This design comes from an exercise in tuning for small area on the open sky130 flow, not from production work. In this exercise RTL edits were held to simulation tests only and were not proved equivalent to the original. Power figures rest on the tool's default switching activity, not on a simulated workload.

## flow/design.v (module list and top-level ports; edited modules follow where they fit)
// module small_fifo: 51 lines
// module fallthrough_small_fifo: 52 lines
// module action_processor: 2030 lines
module action_processor
#(
   parameter C_AXIS_DATA_WIDTH = 64,
   parameter C_AXIS_TUSER_WIDTH=128,
   parameter C_AXIS_LEN_DATA_WIDTH=16,
   parameter C_AXIS_SPT_DATA_WIDTH=8,
   parameter C_AXIS_DPT_DATA_WIDTH=8,
   parameter OPENFLOW_ACTION_SIZE = 320
)
(
   input asclk,
   input aresetn,
   input [C_AXIS_DATA_WIDTH-1:0] s_axis_tdata,
   input [(C_AXIS_DATA_WIDTH/8)-1:0] s_axis_tstrb,
   input [C_AXIS_TUSER_WIDTH-1:0] s_axis_tuser,
   input  s_axis_tvalid,
   input  s_axis_tlast,
   output s_axis_tready,
   input [OPENFLOW_ACTION_SIZE -1: 0] lu_action,
   input lu_req,
   input lu_done,
   output [C_AXIS_DATA_WIDTH-1:0] m_axis_tdata,
   output [(C_AXIS_DATA_WIDTH/8)-1:0] m_axis_tstrb,
   output [C_AXIS_TUSER_WIDTH-1:0] m_axis_tuser,
   output m_axis_tvalid,
   output reg  m_axis_tlast,
   input  m_axis_tready,
   output reg [31:0] num_pkts_processed
);
  // ...
==> flow/run.sh <==
#!/bin/bash
# synth_recipe.tcl (not shown) runs the flow's synth.tcl, then flattens the netlist and writes it again
# the make line also repeats each setting of config.mk as NAME=value (left out here)
make -C /OpenROAD-flow-scripts/flow DESIGN_CONFIG=/design/flow/config.mk WORK_HOME=/design/flow/orfs CLKGATE_MAP_FILE= SYNTH_SCRIPT=/design/flow/synth_recipe.tcl finish
==> flow/config.mk <==
export PLATFORM = sky130hd
export DESIGN_NAME = action_processor
export DESIGN_NICKNAME = action_processor
export VERILOG_FILES = /design/flow/design.v
export SDC_FILE = /design/flow/constraint.sdc
export NUM_CORES = 4
export LEC_CHECK = 0
export CAP_MARGIN = 20
export CORE_MARGIN = 2
export CORE_UTILIZATION = 30
export PLACE_DENSITY = 0.5
export SLEW_MARGIN = 20
==> flow/constraint.sdc <==
create_clock -name core_clock -period 10.0 [get_ports {asclk}]
set_input_delay 2.0000 -clock core_clock [delete_from_list [all_inputs] [get_ports {asclk}]]
set_output_delay 2.0000 -clock core_clock [all_outputs]
set_load 0.01 [all_outputs]
==> results.txt, run 1 <==
RSZ-0062 raised after global routing = no
Pwr Density = 190 mW/mm²
Layout Utilization = 0.354
Synth Area in Compound Gates = 0.0874
fmax = 0.147 GHz
FF+latch count = 4076
met3 Resource Use GR = 0.0347
Fin Hold WS = 413 ps
TritonCTS buffer count = 430
cell taking the most area after synthesis = edfxtp_1
reg2reg path depth = 22
Post-Layout Inst Area = 0.200 mm²
status = finished clean
Clock H-tree levels = 5
post-synthesis xor/xnor area fraction = 0.0231
VDD IR max = 0.169 mV
Seq/total area = 0.526
Fin Setup TNS = 0 ps
max reg flops = 1168
syn_nets = 14100
Syn. warnings = 3
DRT iter0 DRCs = 11100
Non-clock inverters = 219
Setup violations, final = 0
# fillers = 55300
gr usage total = 0.197
Seq/Total Area, Yosys = 0.618
Worst-Margin Slew = 1200 ps
std cell rows = 276
hold_buf cts = 0
fraction of area in clock buffers and inverters = 0.0731
vias in the first global route = 105000
CTS tree = built
pre-CTS WS = 3990 ps
Die Span Y = 756 µm
Yosys reg bits = 4076
nonclk buf count = 859
die area = 0.572 mm²
I/O pins = 762
==> run 2, diff against run 1 <==
--- a/flow/design.v
+++ b/flow/design.v
@@ -368,35 +368,46 @@
    assign s_tuser_wr_en = s_axis_tvalid && s_tuser_valid;
    always @(posedge asclk) begin
       if (s_tuser_wr_en) begin
          tx_user_hi <= s_axis_tuser[C_AXIS_TUSER_WIDTH-1:TUSER_DPT_POS+C_AXIS_DPT_DATA_WIDTH];
          tx_user_spt <= s_axis_tuser[TUSER_SPT_POS +: C_AXIS_SPT_DATA_WIDTH];
          tx_user_len <= s_axis_tuser[TUSER_LEN_POS +: C_AXIS_LEN_DATA_WIDTH];
       end
    end
+   wire [2:0] s_strb_code = s_axis_tstrb[7] ? 3'd7 : s_axis_tstrb[6] ? 3'd6 :
+                            s_axis_tstrb[5] ? 3'd5 : s_axis_tstrb[4] ? 3'd4 :
+                            s_axis_tstrb[3] ? 3'd3 : s_axis_tstrb[2] ? 3'd2 :
+                            s_axis_tstrb[1] ? 3'd1 : 3'd0;
+   wire [2:0] tx_strb_code;
    fallthrough_small_fifo
-     #(.WIDTH(FIFO_DATA_WIDTH-1), .MAX_DEPTH_BITS(4),
+     #(.WIDTH(C_AXIS_DATA_WIDTH+4), .MAX_DEPTH_BITS(4),
        .CAPACITY(16), .PTR_BITS(4))
      input_buf
        (.din           ({s_axis_tlast,
-                         s_axis_tstrb,
+                         s_strb_code,
                          s_axis_tdata}),   
         .wr_en         ((s_axis_tvalid && s_axis_tready)),    
         .rd_en         (fifo_rd_en),       
         .dout          ({tx_last_infifo,
-                        tx_strb,
+                        tx_strb_code,
                         tx_data}),
         .nearly_full   (fifo_nearly_full),
         .empty         (fifo_empty),
         .reset         (~aresetn),
         .clk           (asclk)
         );
    assign tx_valid_infifo = 1'b1;
    generate
+      genvar k;
+      for (k=0; k<8; k=k+1) begin:gen_tx_strb
+         assign tx_strb[k] = (tx_strb_code >= k);
+      end
+   endgenerate
+   generate
       genvar i;
       for (i=0; i<8; i=i+1) begin:gen_network_order_data
          assign be_tx_strb_infifo[7-i] = tx_strb[i];
          assign be_tx_data_infifo[((56-i*8)+7):(56-i*8)]  = tx_data[(i*8+7):(i*8)];
       end
    endgenerate
    always @(posedge asclk) begin
       if (~aresetn) begin
@@ -2036,33 +2047,45 @@
    generate
       genvar j;
       for (j=0; j<8; j=j+1) begin:gen_little_endian_data
          assign le_tp_out_strb[7-j] = tp_out_strb[j];
          assign le_tp_out_data[((56-j*8)+7):(56-j*8)]  =
             tp_out_data[(j*8+7):(j*8)];
       end
    endgenerate
+   wire [2:0] le_tp_out_strb_code =
+      le_tp_out_strb[7] ? 3'd7 : le_tp_out_strb[6] ? 3'd6 :
+      le_tp_out_strb[5] ? 3'd5 : le_tp_out_strb[4] ? 3'd4 :
+      le_tp_out_strb[3] ? 3'd3 : le_tp_out_strb[2] ? 3'd2 :
+      le_tp_out_strb[1] ? 3'd1 : 3'd0;
+   wire [2:0] m_strb_code;
    fallthrough_small_fifo
-     #(.WIDTH(FIFO_DATA_WIDTH-1), .MAX_DEPTH_BITS(4),
+     #(.WIDTH(C_AXIS_DATA_WIDTH+4), .MAX_DEPTH_BITS(4),
        .CAPACITY(14), .PTR_BITS(4))
      output_fifo
        (.din           ({tp_out_last,
-                         le_tp_out_strb,
+                         le_tp_out_strb_code,
                          le_tp_out_data}),   
         .wr_en         (tp_out_wr),    
         .rd_en         (m_tdata_rd_en),
         .dout          ({m_axis_tlast_int,
-                         m_axis_tstrb,
+                         m_strb_code,
                          m_axis_tdata}),
         .nearly_full   (),
         .empty         (pkt_buf_empty),
         .reset         (~aresetn),
         .clk           (asclk)
         );
+   generate
+      genvar m;
+      for (m=0; m<8; m=m+1) begin:gen_m_strb
+         assign m_axis_tstrb[m] = (m_strb_code >= m);
+      end
+   endgenerate
    assign m_axis_tvalid = ~pkt_buf_empty;
    always @(*) begin
       mi_tuser_valid_nxt = mi_tuser_valid;
       mi_tuser_state_nxt = mi_tuser_state;
       case (mi_tuser_state)
          TU_WAIT_TVALID: begin
             if (tp_out_wr) begin
                mi_tuser_valid_nxt = 0;
==> run 2 against run 1 <==
  * Total power is 4.9% lower
  * Largest cell class unchanged
  * Setup slack better by 230 ps
  * Critical endpoint is now m_axis_tstrb[3]
  * Clock power is 5% lower
  * Fmax up 3.4%
==> results.txt, run 2 <==
Critical Path RT = 8000 ps
Startpoint Class = register
most frequent cells in the layout = 2176 x edfxtp_1, 1728 x dfxtp_1, 1346 x nand2_1
sequential share of power = 0.486
postcts setup bufs = 0
Final Hold Fails = 0
max-cap viol count = 0
Die X-Extent = 743 µm
Main synth FF type = edfxtp_1
TritonCTS buffer count = 425 (-1.2%)
clock period minus worst slack = 6580 ps
crit-path cells = buf_4 -> mux2i_1 -> nor2_1 -> a21oi_1 -> or2_2 -> nand2_1 -> clkdlybuf4s50_1
top post-synthesis cells by area = edfxtp_1 40%, dfxtp_1 21%, mux4_2 8.4%, nand2_1 3.1%, mux2i_1 3.0%
pin count of the biggest net entering global routing = 233
# fillers = 53200 (-3.8%)
P_sw = 8.57 mW
post-DP HPWL = 360 mm
list of most frequent post-synthesis cells = 2176 x edfxtp_1, 1739 x dfxtp_1, 1348 x nand2_1
Setup violations, final = 0 (unchanged)
WL met2 = 247 mm
Clock H-tree levels = 5 (unchanged)
CTS tree = built
syn avg cell area = 12.6 µm²
max reg flops = 1088 (-6.8%)
Synth top area share = 0.399
max incr delay on CP = 910 ps
gr usage total = 0.184 (-0.0131)
Multi-input gate area = 0.0598 mm²
cell taking the most area after synthesis = edfxtp_1
Clk pin slew, worst setup/hold paths = 60 ps
CP Capture Type = primary output
commonest non-fill, non-tap cell in the layout = edfxtp_1
clock share of power = 0.437
root buf cell = clkbuf_16
1st-pass router iterations = 6
DR top layer = met5
Layout Utilization = 0.353 (about the same)
Comb power frac = 0.078
clk sink count = 3915
vias in the first global route = 102000 (-2.8%)
final net count = 14300
hold_buf cts = 0 (unchanged)
worst hold stages = 1
fin crit share = 0.658
initial core utilization = 0.301
Clk Latency, worst-skew pair = 1030 ps
Cell Area, Synth = 0.164 mm²
global route overflow = 0
most frequent cell after synthesis = edfxtp_1
Cell Int Power = 27.5 mW
post-cts sizing count = 0
Residual DRC = 0
min-delay worst type = reg2reg
Syn. warnings = 3 (unchanged)
Clock Skew = 57.7 ps
Routed Antenna Nets = 0
via count = 107000
I/O pins = 762 (unchanged)
Met3 Wirelength = 33.7 mm
core area = 0.544 mm²
Worst-Margin Slew = 1190 ps (-12.0 ps)
Max Root-Sink Buffers = 4
fmax = 0.152 GHz (+3.4%)
crit-path max FO = 40
Yosys reg bits = 3915 (-3.9%)
reg2reg path depth = 19 (-14%)
status = finished clean
Final Wtd Congestion = 0.952
Fin Setup TNS = 0 ps (unchanged)
Wirelength per Cell = 25.0 µm
WP data arrival = 4580 ps
Sw Share = 0.238
CP Class = reg2out
post-synthesis async set-or-reset flop share = 0
Pwr Density = 187 mW/mm² (-1.3%)
Synth cell types = 109
std cell rows = 271 (-1.8%)
sequential cell area = 0.100 mm²
DRT iter0 DRCs = 9634 (-13%)
leakage power = 64.5 nW
Die Span Y = 743 µm (-1.8%)
drt total wl = 528 mm
die area = 0.551 mm² (-3.6%)
vias per cell = 5.07
antenna violations before repair = 74
first-pass GRT wire length = 750 mm
VDD IR max = 0.149 mV (-12%)
synth-to-layout area growth = 17.5%
share of layout cells above drive strength 1 = 0.120
number of flops mapped to enable cells by yosys = 2176
RSZ-0062 raised after global routing = no
syn_nets = 13800 (-2.4%)
M1 WL = 226 mm
slowest CP cell = dfxtp_4
Final Max Slew Viols = 0
Synth Instances = 13000
port bufs = 668
Seq/Total Area, Yosys = 0.612 (-0.00573)
Slew HR = 0.204
[run 2: cell count changes after synthesis, sizes merged, moves of 36 or more]
cell,before,now
edfxtp,2326,2176
nor2,1218,1161
nor3,256,203
mux4,657,609
o211ai,98,134
a21oi,883,832
[run 2: area by class of cell]
| class | instances | share of cell area |
|---|---|---|
| diodes | 23 | 0.000299 |
| clock buffers | 601 | 0.0617 |
| clock inverters | 193 | 0.0108 |
| inverters | 248 | 0.00488 |
| multi-input cells | 8042 | 0.311 |
| flip-flops and latches | 3915 | 0.521 |
| well taps | 7234 | 0.0471 |
| repair buffers | 852 | 0.0428 |
[run 2: final timing paths]
path / startpoint / to / slack [ps]
setup / recovery: register / m_axis_tstrb[3] / 3420
hold / removal: nw_out_data_2nd[30] / nw_out_data[30] / 430
setup reg to reg: tp_diff[0] / tp_diff[15] / 4410
hold reg to reg: nw_out_data_2nd[30] / nw_out_data[30] / 430
[run 2: cell families after synthesis]
| kind of cell | share of synthesized area |
|---|---|
| multiplexers | 0.119 |
| XOR/XNOR | 0.0246 |
| flip-flops | 0.612 |
| AO/OA/AOI/OAI | 0.0904 |
| buffers and inverters | 0.0243 |
| other | 0.0000229 |
| AND/OR/NAND/NOR | 0.106 |
| adder cells (fa/ha/maj) | 0.0236 |
[run 2: stage by stage]
stage | cell area (µm²) | cells | total power [mW] | setup WS (ps) | hold slack [ps]
after CTS | 192000 | 21100 | 36.4 | 3210 | 416
after global placement | 178000 | 20300 | 20.6 | 3930 | 419
final | 192000 | 21100 | 36.0 | 3420 | 429
after detailed placement | 178000 | 20300 | 20.7 | 3920 | 418
after global routing | 192000 | 21100 | 37.2 | 3070 | 443
after floorplan | 164000 | 13000 | 19.4 | 1580 | 408
[run 2: critical path, delay by kind of cell (launching register included)]
kind,cells,cell delay (ps)
AND/OR/NAND/NOR,3,360
buffers and inverters,2,1420
multiplexers,1,260
AO/OA/AOI/OAI,1,580
flip-flops,1,910
[run 2: power by group through the flow]
stage / Combinational, mW / Clock (mW) / Sequential (mW)
after floorplan: 1.78 / 0 / 17.6
after global routing: 3.00 / 16.7 / 17.5
after CTS: 2.83 / 16.1 / 17.5
after detailed placement: 2.81 / 0 / 17.8
final: 2.79 / 15.7 / 17.5
after global placement: 2.81 / 0 / 17.8
[run 2: per-layer routing]
metal	up-vias	global-route usage
met4	50	0.0651
met1	53500	0.246
met5	-	0
met3	920	0.0328
li1	49300	-
met2	3294	0.300

what the ideal ports hide:
Ports are ideal in the flow. The routed layouts listed here were re-timed in OpenROAD. Step 1 assumes that a clkbuf_16 drives the clock port and a buf_2 every other input. Step 2 adds t to the input delays and takes it off the output delays; t is the mean of the earliest and latest rising clock arrival at the registers after step 1. Input paths then give back, and output paths get back, about the clock's delay inside the block. Slacks: no drivers / after step 1 / after step 2; pairs: no drivers / after step 1.
run | t, ns | setup slack, ns | worst setup path at the end | worst slew at a driven data input, ns | pins driven straight from the clock port
run 1 | 1.143 | 3.199 / 3.068 / 4.011 | input to output | 0.50 | 1
run 2 | 1.135 | 3.425 / 3.293 / 3.992 | input to output | 0.29 | 1
After both steps every run listed still meets setup and hold.
